From an optimization exercise on the open Yosys and OpenROAD flow, aimed at small area and a short achievable clock period; shortcuts taken in it are not production practice.
In this exercise RTL edits were held to simulation tests only and were not proved equivalent to the original.
No activity file was given, so power comes from the tool's default toggle rates.

[flow/run.sh]
#!/bin/bash
# synth_recipe.tcl (not shown) runs the flow's synth.tcl, then flattens the netlist and writes it again
# the make line also repeats each setting of config.mk as NAME=value (left out here)
make -C /OpenROAD-flow-scripts/flow DESIGN_CONFIG=/design/flow/config.mk WORK_HOME=/design/flow/orfs CLKGATE_MAP_FILE= SYNTH_SCRIPT=/design/flow/synth_recipe.tcl finish
[flow/config.mk]
export PLATFORM = sky130hd
export DESIGN_NAME = exe_stage
export DESIGN_NICKNAME = exe_stage
export VERILOG_FILES = /design/flow/design.v
export SDC_FILE = /design/flow/constraint.sdc
export NUM_CORES = 4
export LEC_CHECK = 0
export CAP_MARGIN = 20
export CORE_MARGIN = 2
export CORE_UTILIZATION = 40
export PLACE_DENSITY = 0.6
export SLEW_MARGIN = 20
[flow/constraint.sdc]
create_clock -name core_clock -period 9.0 [get_ports {clk}]
set_input_delay 1.8000 -clock core_clock [delete_from_list [all_inputs] [get_ports {clk}]]
set_output_delay 1.8000 -clock core_clock [all_outputs]
set_load 0.01 [all_outputs]
[flow/design.v]
module detector_de_flags(
			Enable,
			Data,
			Signal_A,
			Signal_B,
			Signal_Result,
			Seletion_Sum_Sub,
			Overflow,
			Zero
			);
input wire [31:0] Data;
input wire Enable, Signal_A, Signal_B, Signal_Result, Seletion_Sum_Sub;
wire or_Data;
output wire Overflow, Zero;
assign Overflow = (
						~Signal_A & ~Signal_B & Signal_Result & ~Seletion_Sum_Sub |	
						Signal_A & Signal_B & ~Signal_Result & ~Seletion_Sum_Sub | 
						~Signal_A & Signal_B & Signal_Result & Seletion_Sum_Sub |
						Signal_A & ~Signal_B & ~Signal_Result & Seletion_Sum_Sub
						) & Enable;
assign or_Data = |Data[31:0];					
assign Zero = ~or_Data;
endmodule
module extensor_de_sinal(In, Out);
input wire [15:0] In;
output wire [31:0] Out;
localparam qtdBits = 16;
assign Out[31:0] = { {qtdBits{In[15]}} , In};
endmodule
module ula_32_bits(
			Selection,
			Enable,
			Data_A,
			Data_B,
			Data_out,
			Signal,
			Overflow,
			Carry_out,
			Zero,
			Ready,
			Data_prev,
			Signal_prev,
			Carry_prev
			);
parameter 
				Opcode_not 				= 5'd0,
				Opcode_and 				= 5'd1,
				Opcode_and_not_A 		= 5'd2,
				Opcode_and_not_B 		= 5'd3,
				Opcode_nand 			= 5'd4,
				Opcode_or 				= 5'd5,
				Opcode_or_not_A 		= 5'd6,
				Opcode_or_not_B 		= 5'd7,
				Opcode_nor 				= 5'd8,
				Opcode_xor 				= 5'd9,
				Opcode_xnor 			= 5'd10,
				Opcode_add 				= 5'd11,
				Opcode_add_inc 		= 5'd12,
				Opcode_inc_A 			= 5'd13,
				Opcode_sub 				= 5'd14,
				Opcode_sub_dec 		= 5'd15,
				Opcode_dec_A 			= 5'd16,
				Opcode_lsl 				= 5'd17,
				Opcode_rsl 				= 5'd18,
				Opcode_asr 				= 5'd19
				;
input [31:0] Data_A, Data_B;
input [4:0] Selection;
input Enable;
input [31:0] Data_prev;
input Signal_prev, Carry_prev;
reg [32:0] S;
reg Seletion_Sum_Sub_reg, Enable_overflow_reg;
wire Seletion_Sum_Sub, Enable_overflow, Overflow_wire, Zero_wire, Signal_A, Signal_B, Signal_Result;
output reg [31:0] Data_out;
output reg Overflow, Signal, Carry_out, Zero, Ready;
always @(*) begin
	if(Selection == Opcode_add | Selection == Opcode_add_inc | Selection == Opcode_inc_A | 
		Selection == Opcode_sub | Selection == Opcode_sub_dec |Selection == Opcode_dec_A) begin
		Enable_overflow_reg = 1'b1;
	end
	else begin
		Enable_overflow_reg = 1'b0;
	end
	if(Selection == Opcode_add | Selection == Opcode_add_inc | Selection == Opcode_inc_A) begin
		Seletion_Sum_Sub_reg = 1'b0;
	end
	else begin
		Seletion_Sum_Sub_reg = 1'b1;
	end
end
assign Enable_overflow = Enable_overflow_reg;
assign Seletion_Sum_Sub = Seletion_Sum_Sub_reg;
assign Signal_A = Data_A[31];
assign Signal_B = Data_B[31];
assign Signal_Result = Data_out[31];
detector_de_flags U1 (Enable_overflow, Data_out, Signal_A, Signal_B, Signal_Result, Seletion_Sum_Sub, 
				Overflow_wire, Zero_wire);
always @( * ) begin
	Overflow = Overflow_wire;
	Zero = Zero_wire;
	Data_out = Data_prev;
	Signal = Signal_prev;
	Carry_out = Carry_prev;
	S = 33'd0;
	if(Enable)begin
		case (Selection)
			Opcode_not: begin
				Data_out = ~Data_A;
			end
			Opcode_and: begin
				Data_out = Data_A & Data_B;
			end
			Opcode_and_not_A: begin
				Data_out = ~Data_A & Data_B;
			end
			Opcode_and_not_B: begin
				Data_out = Data_A & ~Data_B;
			end
			Opcode_nand: begin
				Data_out = ~(Data_A & Data_B);
			end
			Opcode_or: begin
				Data_out = Data_A | Data_B;
			end
			Opcode_or_not_A: begin
				Data_out = ~Data_A | Data_B;
			end
			Opcode_or_not_B: begin
				Data_out = Data_A | ~Data_B;
			end
			Opcode_nor: begin
				Data_out = ~(Data_A | Data_B);			
			end
			Opcode_xor: begin
				Data_out = Data_A ^ Data_B;
			end
			Opcode_xnor: begin
				Data_out = ~(Data_A ^ Data_B);
			end
			Opcode_add: begin
				S[32:0] = Data_A[31:0] + Data_B[31:0];
				Carry_out = S[32];
				Signal = S[31];
				Data_out[31:0] = S[31:0];
			end
			Opcode_add_inc: begin
				S[32:0] = Data_A[31:0] + Data_B[31:0] + 31'd1;
				Carry_out = S[32];		
				Signal = S[31];
				Data_out[31:0] = S[31:0];
			end
			Opcode_inc_A: begin
				S[32:0] = Data_A[31:0] + 31'd1;
				Carry_out = S[32];
				Signal = S[31];
				Data_out[31:0] = S[31:0];
				if(Data_A[31] == 0 && Data_out[31] == 1) begin
					Overflow = 1'b1;
				end
			end
			Opcode_sub: begin
				S[32:0] = Data_A[31:0] - Data_B[31:0];
				Carry_out = S[32];
				Signal = S[31];
				Data_out[31:0] = S[31:0];
			end
			Opcode_sub_dec: begin
				S[32:0] = Data_A[31:0] - Data_B[31:0] - 31'd1;
				Carry_out = S[32];		
				Signal = S[31];
				Data_out[31:0] = S[31:0];
			end
			Opcode_dec_A: begin
				S[32:0] = Data_A[31:0] - 31'd1;
				Carry_out = S[32];
				Signal = S[31];
				Data_out[31:0] = S[31:0];
				if(Data_A[31] == 1 && Data_out[31] == 0) begin
					Overflow = 1'b1;
				end
			end
			Opcode_lsl: begin
				Data_out[31:0] = Data_A[31:0] << Data_B[31:0];
			end
			Opcode_rsl: begin
				Data_out[31:0] = Data_A[31:0] >> Data_B[31:0];
			end			
			Opcode_rsl: begin
				Data_out[31:0] = Data_A[31:0] >>> Data_B[31:0];
			end
		endcase
		Ready = 1'b1;
	end
	else begin
		Ready = 1'b0;
	end
end	
endmodule
module unidade_de_controle_ULA(
			Opula,
			Selection,
			Selection_prev
			);
input wire [4:0] Opula;
output reg [4:0] Selection;
input wire [4:0] Selection_prev;
parameter
		Opula_add		= 5'b00000,
		Opula_addinc	= 5'b00001,
		Opula_inca		= 5'b00010,
		Opula_subdec	= 5'b00011,
		Opula_sub		= 5'b00100,
		Opula_deca		= 5'b00101,
		Opula_lsl		= 5'b00110,
		Opula_rsl		= 5'b00111,
		Opula_zeros		= 5'b01000,
		Opula_and		= 5'b01001,
		Opula_andnota	= 5'b01010,
		Opula_andnotb	= 5'b01011,
		Opula_passa		= 5'b01100,
		Opula_passb		= 5'b01101,
		Opula_xor		= 5'b01110,
		Opula_or			= 5'b01111,
		Opula_nand		= 5'b10000,
		Opula_xnor		= 5'b10001,
		Opula_passnota	= 5'b10010,
		Opula_ornota	= 5'b10011,
		Opula_ornotb	= 5'b10100,
		Opula_nor		= 5'b10101,
		Opula_ones		= 5'b10110,
		Opula_asr		= 5'b10110
		;
parameter 
		Opcode_not 				= 5'd0,
		Opcode_and 				= 5'd1,
		Opcode_and_not_A 		= 5'd2,
		Opcode_and_not_B 		= 5'd3,
		Opcode_nand 			= 5'd4,
		Opcode_or 				= 5'd5,
		Opcode_or_not_A 		= 5'd6,
		Opcode_or_not_B 		= 5'd7,
		Opcode_nor 				= 5'd8,
		Opcode_xor 				= 5'd9,
		Opcode_xnor 			= 5'd10,
		Opcode_add 				= 5'd11,
		Opcode_add_inc 		= 5'd12,
		Opcode_inc_A 			= 5'd13,
		Opcode_sub 				= 5'd14,
		Opcode_sub_dec 		= 5'd15,
		Opcode_dec_A 			= 5'd16,
		Opcode_lsl 				= 5'd17,
		Opcode_rsl 				= 5'd18,
		Opcode_asr				= 5'd19
		;	
always @( * ) begin
	Selection = Selection_prev;
	case(Opula)
		Opula_add: begin
			Selection = Opcode_add;
		end
		Opula_addinc: begin
			Selection = Opcode_add_inc;
		end
		Opula_inca: begin
			Selection = Opcode_inc_A;
		end
		Opula_subdec: begin
			Selection = Opcode_sub_dec;
		end
		Opula_sub: begin
			Selection = Opcode_sub;
		end
		Opula_deca: begin
			Selection = Opcode_dec_A;
		end
		Opula_lsl: begin
			Selection = Opcode_lsl;
		end
		Opula_rsl: begin
			Selection = Opcode_rsl;
		end
		Opula_zeros: begin
			Selection = Opcode_add;
		end
		Opula_and: begin
			Selection = Opcode_and;
		end
		Opula_andnota: begin
			Selection = Opcode_and_not_A;
		end
		Opula_andnotb: begin
			Selection = Opcode_and_not_B;
		end
		Opula_passa: begin
			Selection = Opcode_add;
		end
		Opula_passb: begin
			Selection = Opcode_or;
		end
		Opula_xor: begin
			Selection = Opcode_xor;
		end
		Opula_or: begin
			Selection = Opcode_or;
		end
		Opula_nand: begin
			Selection = Opcode_nand;
		end
		Opula_xnor: begin
			Selection = Opcode_xnor;
		end
		Opula_passnota: begin
			Selection = Opcode_not;
		end
		Opula_ornota: begin
			Selection = Opcode_or_not_A;
		end
		Opula_ornotb: begin
			Selection = Opcode_or_not_B;
		end
		Opula_nor: begin
			Selection = Opcode_nor;
		end
		Opula_ones: begin
			Selection = Opcode_add;
		end
		Opula_asr: begin
			Selection = Opcode_asr;
		end
	endcase
end
endmodule	
module testador_salto(
			Enable_FontePC,
			Opcode_Jump,
			Op,
			Cond_to_jump,
			Signal_Result,
			Carry_out,
			Overflow,
			Zero,
			Branch,
			Branch_prev
			);
localparam 
	COND_TO_JUMP_NEG				 		= 3'b000,
	COND_TO_JUMP_ZERO						= 3'b001,
	COND_TO_JUMP_CARRY					= 3'b010,
	COND_TO_JUMP_NEG_ZERO 				= 3'b011,
	COND_TO_JUMP_OVERFLOW				= 3'b100
	;
localparam
	JUMP_CONDICIONAL		= 3'b101,
	JUMP_INCONDICIONAL	= 3'b110,
	JUMP_REGISTER			= 3'b111
	;
input wire Enable_FontePC, Op, Signal_Result, Carry_out, Overflow, Zero;
input wire [3:0] Cond_to_jump;
input wire [2:0] Opcode_Jump;
output reg Branch; 
input wire Branch_prev;
always@ ( * ) begin
	Branch = Branch_prev;
	if(Enable_FontePC) begin
		case(Opcode_Jump)
			JUMP_CONDICIONAL: begin
				if(Op) begin
					case ( Cond_to_jump )
						COND_TO_JUMP_NEG: begin
							if(Signal_Result) begin
								Branch = 1'b1;
							end
							else begin
								Branch = 1'b0;
							end
						end
						COND_TO_JUMP_ZERO: begin
							if(Zero) begin
								Branch = 1'b1;
							end
							else begin
								Branch = 1'b0;
							end
						end
						COND_TO_JUMP_CARRY: begin
							if(Carry_out) begin
								Branch = 1'b1;
							end
							else begin
								Branch = 1'b0;
							end
						end
						COND_TO_JUMP_NEG_ZERO: begin
							if(Signal_Result | Zero) begin
								Branch = 1'b1;
							end
							else begin
								Branch = 1'b0;
							end
						end
						COND_TO_JUMP_OVERFLOW: begin
							if(Overflow) begin
								Branch = 1'b1;
							end
							else begin
								Branch = 1'b0;
							end
						end
					endcase
				end
				else begin
					case (Cond_to_jump)
						COND_TO_JUMP_NEG: begin
							if(Signal_Result) begin
								Branch = 1'b0;
							end
							else begin
								Branch = 1'b1;
							end
						end
						COND_TO_JUMP_ZERO: begin
							if(Zero) begin
								Branch = 1'b0;
							end
							else begin
								Branch = 1'b1;
							end
						end
						COND_TO_JUMP_CARRY: begin
							if(Carry_out) begin
								Branch = 1'b0;
							end
							else begin
								Branch = 1'b1;
							end
						end
						COND_TO_JUMP_NEG_ZERO: begin
							if(Signal_Result | Zero) begin
								Branch = 1'b0;
							end
							else begin
								Branch = 1'b1;
							end
						end
						COND_TO_JUMP_OVERFLOW: begin
							if(Overflow) begin
								Branch = 1'b0;
							end
							else begin
								Branch = 1'b1;
							end
						end
					endcase
				end			
			end
			JUMP_INCONDICIONAL: begin
				Branch = 1'b1;
			end
			JUMP_REGISTER: begin
				Branch = 1'b1;
			end
		endcase
	end
	else begin
		Branch = 1'b0;
	end
end
endmodule
module STAGE_EXE(
	Clock_in,
	PC_NEXT_INS_IN,
	PC_NEXT_INS_OUT,
	B_R_Out_1, 
	B_R_Out_2,
	B_R_Data_Write,
	EXTENSOR_DE_SINAL_OUT,
		ULA_Enable,
		ULA_OUT,
		ULA_MUX_Fonte,
		INSTRUC_R_OPULA,
	INSTRUC_OPCODE,
	INSTRUC_BRANCH_COND,
	Enable_FontePC,
	INSTRUC_BRANCH_OP,
	Branch,
	ULA_FLAG_Zero,
	ULA_FLAG_Carry_out,
	ULA_FLAG_Signal,
	ULA_FLAG_Overflow,
	ULA_OUT_Ready,
	ULA_Selection,
	ULA_OUT_prev,
	ULA_Signal_prev,
	ULA_Carry_prev,
	ULA_Selection_prev,
	Branch_prev
	);
input wire Clock_in;	
input wire [2:0] INSTRUC_OPCODE;
input wire [4:0] INSTRUC_R_OPULA;
input wire [3:0] INSTRUC_BRANCH_COND;
input wire INSTRUC_BRANCH_OP;
input wire ULA_MUX_Fonte;
wire [31:0] ULA_IN_A;
reg [31:0] ULA_IN_B;
output wire [31:0] ULA_OUT;
input wire ULA_Enable;
output wire [4:0] ULA_Selection;
output wire ULA_FLAG_Zero, ULA_FLAG_Carry_out, ULA_FLAG_Signal, ULA_FLAG_Overflow, ULA_OUT_Ready;
input wire [31:0] ULA_OUT_prev;
input wire ULA_Signal_prev, ULA_Carry_prev, Branch_prev;
input wire [4:0] ULA_Selection_prev;
wire [4:0] UNIDADE_CONTR_ULA_OPULA;
wire [4:0] UNIDADE_CONTR_ULA_Selection;
input wire [31:0] PC_NEXT_INS_IN;
output reg [31:0] PC_NEXT_INS_OUT;
input wire [31:0] EXTENSOR_DE_SINAL_OUT;
input wire [31:0] B_R_Out_1, B_R_Out_2;
output wire [31:0] B_R_Data_Write;
input wire Enable_FontePC;
wire [2:0] Opcode_Jump;
wire Op;
wire [3:0] Cond_to_jump;
wire Signal_Result, Carry_out, Overflow, Zero;
output wire Branch;
assign ULA_IN_A = B_R_Out_1;
assign B_R_Data_Write = B_R_Out_2;
assign UNIDADE_CONTR_ULA_OPULA = INSTRUC_R_OPULA;
assign ULA_Selection = UNIDADE_CONTR_ULA_Selection;
assign Cond_to_jump = INSTRUC_BRANCH_COND;
assign Opcode_Jump = INSTRUC_OPCODE;
assign Op = INSTRUC_BRANCH_OP;
assign Signal_Result = ULA_FLAG_Signal;
assign Overflow = ULA_FLAG_Overflow;
assign Carry_out = ULA_FLAG_Carry_out;
assign Zero = ULA_FLAG_Zero;
unidade_de_controle_ULA UNIDADE_CONTR_ULA (UNIDADE_CONTR_ULA_OPULA,UNIDADE_CONTR_ULA_Selection,
			ULA_Selection_prev);
ula_32_bits ULA ( ULA_Selection, ULA_Enable, ULA_IN_A, ULA_IN_B, ULA_OUT, ULA_FLAG_Signal,
			ULA_FLAG_Overflow, ULA_FLAG_Carry_out,ULA_FLAG_Zero, ULA_OUT_Ready,
			ULA_OUT_prev, ULA_Signal_prev, ULA_Carry_prev);
testador_salto TESTADOR_DE_SALTOS (Enable_FontePC, Opcode_Jump, Op, Cond_to_jump,
			Signal_Result, Carry_out, Overflow,	Zero,	Branch, Branch_prev);
always @( * ) begin
	if (ULA_MUX_Fonte) begin
		ULA_IN_B = B_R_Out_2;
	end
	else begin
		ULA_IN_B = EXTENSOR_DE_SINAL_OUT;
	end
	PC_NEXT_INS_OUT = PC_NEXT_INS_IN + EXTENSOR_DE_SINAL_OUT;
end
endmodule
module exe_stage (
	input  wire        clk,
	input  wire        rst,
	input  wire [31:0] instr,
	input  wire [31:0] rs1,
	input  wire [31:0] rs2,
	input  wire [31:0] pc_next,
	output reg  [31:0] result,
	output reg         flag_n,
	output reg         flag_c,
	output reg         flag_v,
	output reg         flag_z,
	output reg         ready,
	output reg         branch,
	output reg  [31:0] target
	);
localparam
	Opcode_NOP        = 3'b000,
	Opcode_LOGICAL    = 3'b001,
	Opcode_CONSTANT   = 3'b010,
	Opcode_MEM_LOAD   = 3'b011,
	Opcode_MEM_STORE  = 3'b100,
	Opcode_BRANCH     = 3'b101,
	Opcode_JUMP       = 3'b110,
	Opcode_JUMP_R     = 3'b111;
wire [2:0] opcode = instr[31:29];
reg uc_ula_fonte, uc_enable_ula, uc_pc_fontepc;
always @(*) begin
	uc_ula_fonte  = 1'b0;
	uc_enable_ula = 1'b0;
	uc_pc_fontepc = 1'b0;
	case (opcode)
		Opcode_LOGICAL:  begin uc_enable_ula = 1'b1; end
		Opcode_CONSTANT: begin uc_enable_ula = 1'b1; uc_ula_fonte = 1'b1; end
		Opcode_BRANCH:   begin uc_pc_fontepc = 1'b1; end
		Opcode_JUMP:     begin uc_enable_ula = 1'b1; uc_pc_fontepc = 1'b1; end
		Opcode_JUMP_R:   begin uc_enable_ula = 1'b1; uc_pc_fontepc = 1'b1; end
		default: ;
	endcase
end
reg  [4:0]  sel_q;
wire [4:0]  sel_d;
wire [31:0] ula_out, target_d, br_data, imm_ext;
extensor_de_sinal extensor (instr[15:0], imm_ext);
wire        n_d, v_d, c_d, z_d, ready_d, branch_d;
STAGE_EXE stage_exe (
	.Clock_in(clk),
	.PC_NEXT_INS_IN(pc_next),
	.PC_NEXT_INS_OUT(target_d),
	.B_R_Out_1(rs1),
	.B_R_Out_2(rs2),
	.B_R_Data_Write(br_data),
	.EXTENSOR_DE_SINAL_OUT(imm_ext),
	.ULA_Enable(uc_enable_ula),
	.ULA_OUT(ula_out),
	.ULA_MUX_Fonte(uc_ula_fonte),
	.INSTRUC_R_OPULA(instr[28:24]),
	.INSTRUC_OPCODE(opcode),
	.INSTRUC_BRANCH_COND(instr[23:20]),
	.Enable_FontePC(uc_pc_fontepc),
	.INSTRUC_BRANCH_OP(instr[24]),
	.Branch(branch_d),
	.ULA_FLAG_Zero(z_d),
	.ULA_FLAG_Carry_out(c_d),
	.ULA_FLAG_Signal(n_d),
	.ULA_FLAG_Overflow(v_d),
	.ULA_OUT_Ready(ready_d),
	.ULA_Selection(sel_d),
	.ULA_OUT_prev(result),
	.ULA_Signal_prev(flag_n),
	.ULA_Carry_prev(flag_c),
	.ULA_Selection_prev(sel_q),
	.Branch_prev(branch)
	);
always @(posedge clk) begin
	if (rst) begin
		result <= 32'd0;
		flag_n <= 1'b0;
		flag_c <= 1'b0;
		flag_v <= 1'b0;
		flag_z <= 1'b0;
		ready  <= 1'b0;
		branch <= 1'b0;
		target <= 32'd0;
		sel_q  <= 5'd0;
	end
	else begin
		result <= ula_out;
		flag_n <= n_d;
		flag_c <= c_d;
		flag_v <= v_d;
		flag_z <= z_d;
		ready  <= ready_d;
		branch <= branch_d;
		target <= target_d;
		sel_q  <= sel_d;
	end
end
endmodule
==> results_dict.tcl <==
set metrics [dict create \
    setup_violations 0 \
    critPathLaunch "instr[29]" \
    wl_per_cell_um 29.3 \
    drive_gt1_share_pct 12.4 \
    hp-class "reg2reg" \
    ys_ff_latch 75 \
    place_area_um2 24200 \
    startpoint_type "input port" \
    p_int_mw 1.35 \
    slew_headroom_pct 20.5 \
    worstSkewPairLatency_ps 450 \
    start_util_pct 40.2 \
    worstPathCellList "clkdlybuf4s50_1 -> or3b_2 -> a21oi_4 -> inv_2 -> ha_1 -> inv_1 -> a2111oi_4 -> nor4_1 -> o41a_1 -> o211ai_1 -> a211oi_1 -> o2111ai_2 -> or4_1 -> or4b_1 -> nand2_1 -> a21oi_1 -> nor3_2 -> a21oi_1 -> or3_1 -> or4_1 -> nor4_2 -> or3_1 -> nand3_1" \
    critPathTopFamily "simple AND/OR/NAND/NOR gates" \
    root_buffer "clkbuf_16" \
    crit_path_max_incr_delay_ps 660 \
    slew_violations 0 \
    grt_pass1_vias 25800 \
    die_x_um 228 \
    areaGrowthSynthToFinish_pct 22.7 \
    irDropWorstVdd_mv 0.0948 \
    drtIter0Drc 3447 \
    ys_async_sr_fraction_pct 0 \
    gr-usage-all-layers_pct 43.1 \
    num_io_pins 200 \
    min_from "result[17]$_SDFF_PP0_" \
    syn_avg_cell_area_um2 6.61 \
    fin_util_pct 49.4 \
    worst_pin_slew_ps 1180 \
    outcome "complete, no violations" \
    crit_arrival_ps 8980 \
    core_um2 49900 \
    ys_warn_count 5 \
    gp_congestion 1.06 \
    grt_max_degree 63 \
    num_vias 27500 \
    fp.dieH_um 228 \
    fin_setup_tns_ps 0 \
    port-buffer-count 195 \
    cp.buffers_inverters 3 \
    yosysSeqAreaShare_pct 7.48 \
    die_area_um2 52000 \
    synth_area_um2 20100 \
    viasPerCell 6.91 \
    ant_nets 0 \
    grt_antenna_before_repair 6 \
    cts.clk_slew.worst_paths_ps 70 \
    dr.pass1.iters 8 \
    cp_slowest_cell "or4_1" \
    p_sw_mw 1.50 \
    mostFrequentLayoutCells "nor2_1 (315), buf_4 (279), nand2_1 (266)" \
    stdcell_area_um2 24600 \
    switching_share_pct 52.6 \
    ys_types 109 \
    cts.path.max_buffers 2 \
    seqPwrFrac_pct 13.9 \
    synth_top_flop_cell "dfxtp_1" \
    grt_pass1_wl_um 170000 \
    rsz0062_at_grt "false" \
    drc 0 \
    cts_tree "done" \
    p_clk_share_pct 15.7 \
    comb_power_share_pct 70.4 \
    synth-edff-count 0 \
    criticalPathCategory "in2reg" \
    rows 82 \
    required_ps 9300 \
    totalWireLength_um 117000 \
    fin_crit_sh_pct 96.5 \
    overflow 0 \
    ff_latch_area_um2 1500 \
    hold_viol_final 0 \
    critPathCaptureType "register" \
    crit_path_max_fanout 7 \
    clock_skew_ps 44.0 \
    multi_input_area_um2 17300 \
    max_freq_mhz 115 \
    rr_startpoint "sel_q[4]$_SDFF_PP0_" \
    syn_inst 3034 \
    fill_cells 5127 \
    cap_violations 0 \
    powerDensity_nw_per_um2 116 \
    cts_buffers 9 \
    nets 3586 \
    power.leakage_nw 9.49 \
    cts.sink_count 75 \
    syn_nets 3321 \
    min_period_ps 8680 \
    htree_levels 3 \
    final_common_cell "nor2_1" \
    post-dp-hpwl_um 93100 \
]
## layer usage
metal	vias up	wire, um	part of all wire [%]	GRT usage, %
met5	-	209	0.18	0
met4	8	9080	7.8	28.3
met3	453	13600	12	12.8
met2	1892	48700	42	65.0
met1	13100	45000	39	53.0
li1	12100	-	-	-
## stage by stage
step                      setup WS [ps]  total power [mW]  cells  hold WS (ps)
after global routing               12.9              2.98   3976           582
after detailed placement           -107              2.32   3959           521
final                               319              2.85   3981           540
after global placement             13.4              2.30   3959           513
after CTS                           288              2.78   3975           540
after floorplan                     254              1.52   3034           544
## synthesized netlist by cell type (9+ instances only)
library cell	count	area (um2)
o221ai_1	31	272
o211ai_1	56	420
nor2b_1	32	200
mux2i_1	75	751
nand2_1	266	998
a2111oi_0	31	272
nand2b_1	24	150
a221o_1	12	120
nor3_1	148	741
a211o_1	14	123
a21oi_1	249	1250
a221oi_1	21	184
o2111ai_1	25	219
o21bai_1	22	165
xor2_1	26	228
nand4_1	40	250
a41oi_1	9	78.8
a211oi_1	98	736
a31oi_1	32	200
or2_2	20	125
o31ai_1	22	165
o22ai_1	36	225
or3_1	27	169
nand3_1	127	636
a22oi_1	13	97.6
clkbuf_1	184	691
nor4_1	64	400
o21ai_0	160	801
ha_1	156	1950
o32ai_1	16	140
or4_1	28	210
buf_1	28	105
a21o_1	55	413
o31a_1	10	87.6
inv_1	119	447
buf_2	9	45.0
o21a_1	11	82.6
xnor2_1	91	797
nor2_1	316	1190
dfxtp_1	75	1500
and2_1	22	138
and3_1	29	181
## sequential cells by signal (all words and copies together), names as in the netlist
signal	count
branch	1
flag_n	1
ready	1
target	32
sel_q	5
result	32
flag_c	1
flag_v	1
flag_z	1
## worst min-delay path, cell delays in order, from the launching register on
cell       delay, ps
dfxtp_1          330
o2bb2ai_1         90
nor2_1            80
## final cells by class
type | instances | share of cell area [%]
well taps | 672 | 3.42
multi-input cells | 2609 | 70.5
clock buffers | 10 | 0.971
clock inverters | 6 | 0.295
inverters | 125 | 1.91
diodes | 5 | 0.0508
repair buffers | 479 | 16.8
flip-flops and latches | 75 | 6.10
## power groups by stage
stage               logic, mW  registers (mW)  clock network, mW
floorplan                1.10           0.421                  0
global placement         1.90           0.402                  0
detailed placement       1.92           0.403                  0
CTS                      1.93           0.396              0.450
global route             2.12           0.401              0.465
finish                   2.01           0.396              0.446
## logic make-up after synthesis
logic type,Yosys count,share of synthesized area [%]
buf+inv,350,6.73
simple gates,1205,29.9
compound gates,1043,36.3
flops,75,7.48
xor+xnor,117,5.11
fa+ha+maj,158,9.88
mux,86,4.58
## what timing repair did
item,in CTS,in global routing
gates resized for setup,0,4
buffers inserted,0,1
hold buffers,0,0
endpoints found under the setup margin,0,2
hold endpoints to repair,0,0
## path summary, 6_finish.rpt
kind,slack [ps],cells after the start,to
setup / recovery,320,23,branch$_SDFFE_PP0P_
setup reg to reg,2710,23,branch$_SDFFE_PP0P_
hold / removal,540,2,result[17]$_SDFF_PP0_
hold reg to reg,540,2,result[17]$_SDFF_PP0_

static timing again, ports no longer ideal:
The results above use ideal ports. As a check the final layout listed here was re-extracted and re-timed, cells and wires unchanged. Step 1, drivers: a clkbuf_16 drives clk and a buf_2 each remaining input, both assumed. Step 2 also shifts input and output timing later by t, the mid clock arrival at the registers, as if the neighbouring blocks saw the same clock. Slacks: no drivers / after step 1 / after step 2; pairs: no drivers / after step 1.
shift t [ns]: 0.485
setup slack, ns: 0.319 / 0.357 / -0.127
latest minus earliest clock arrival (ns): 0.044 / 0.045
cell pins on the clock port's net: 1
With both steps, setup timing fails in this run, where it was met with ideal ports. For this run, drivers alone change the setup slack by +0.038 ns; drivers and shift together by -0.446 ns.
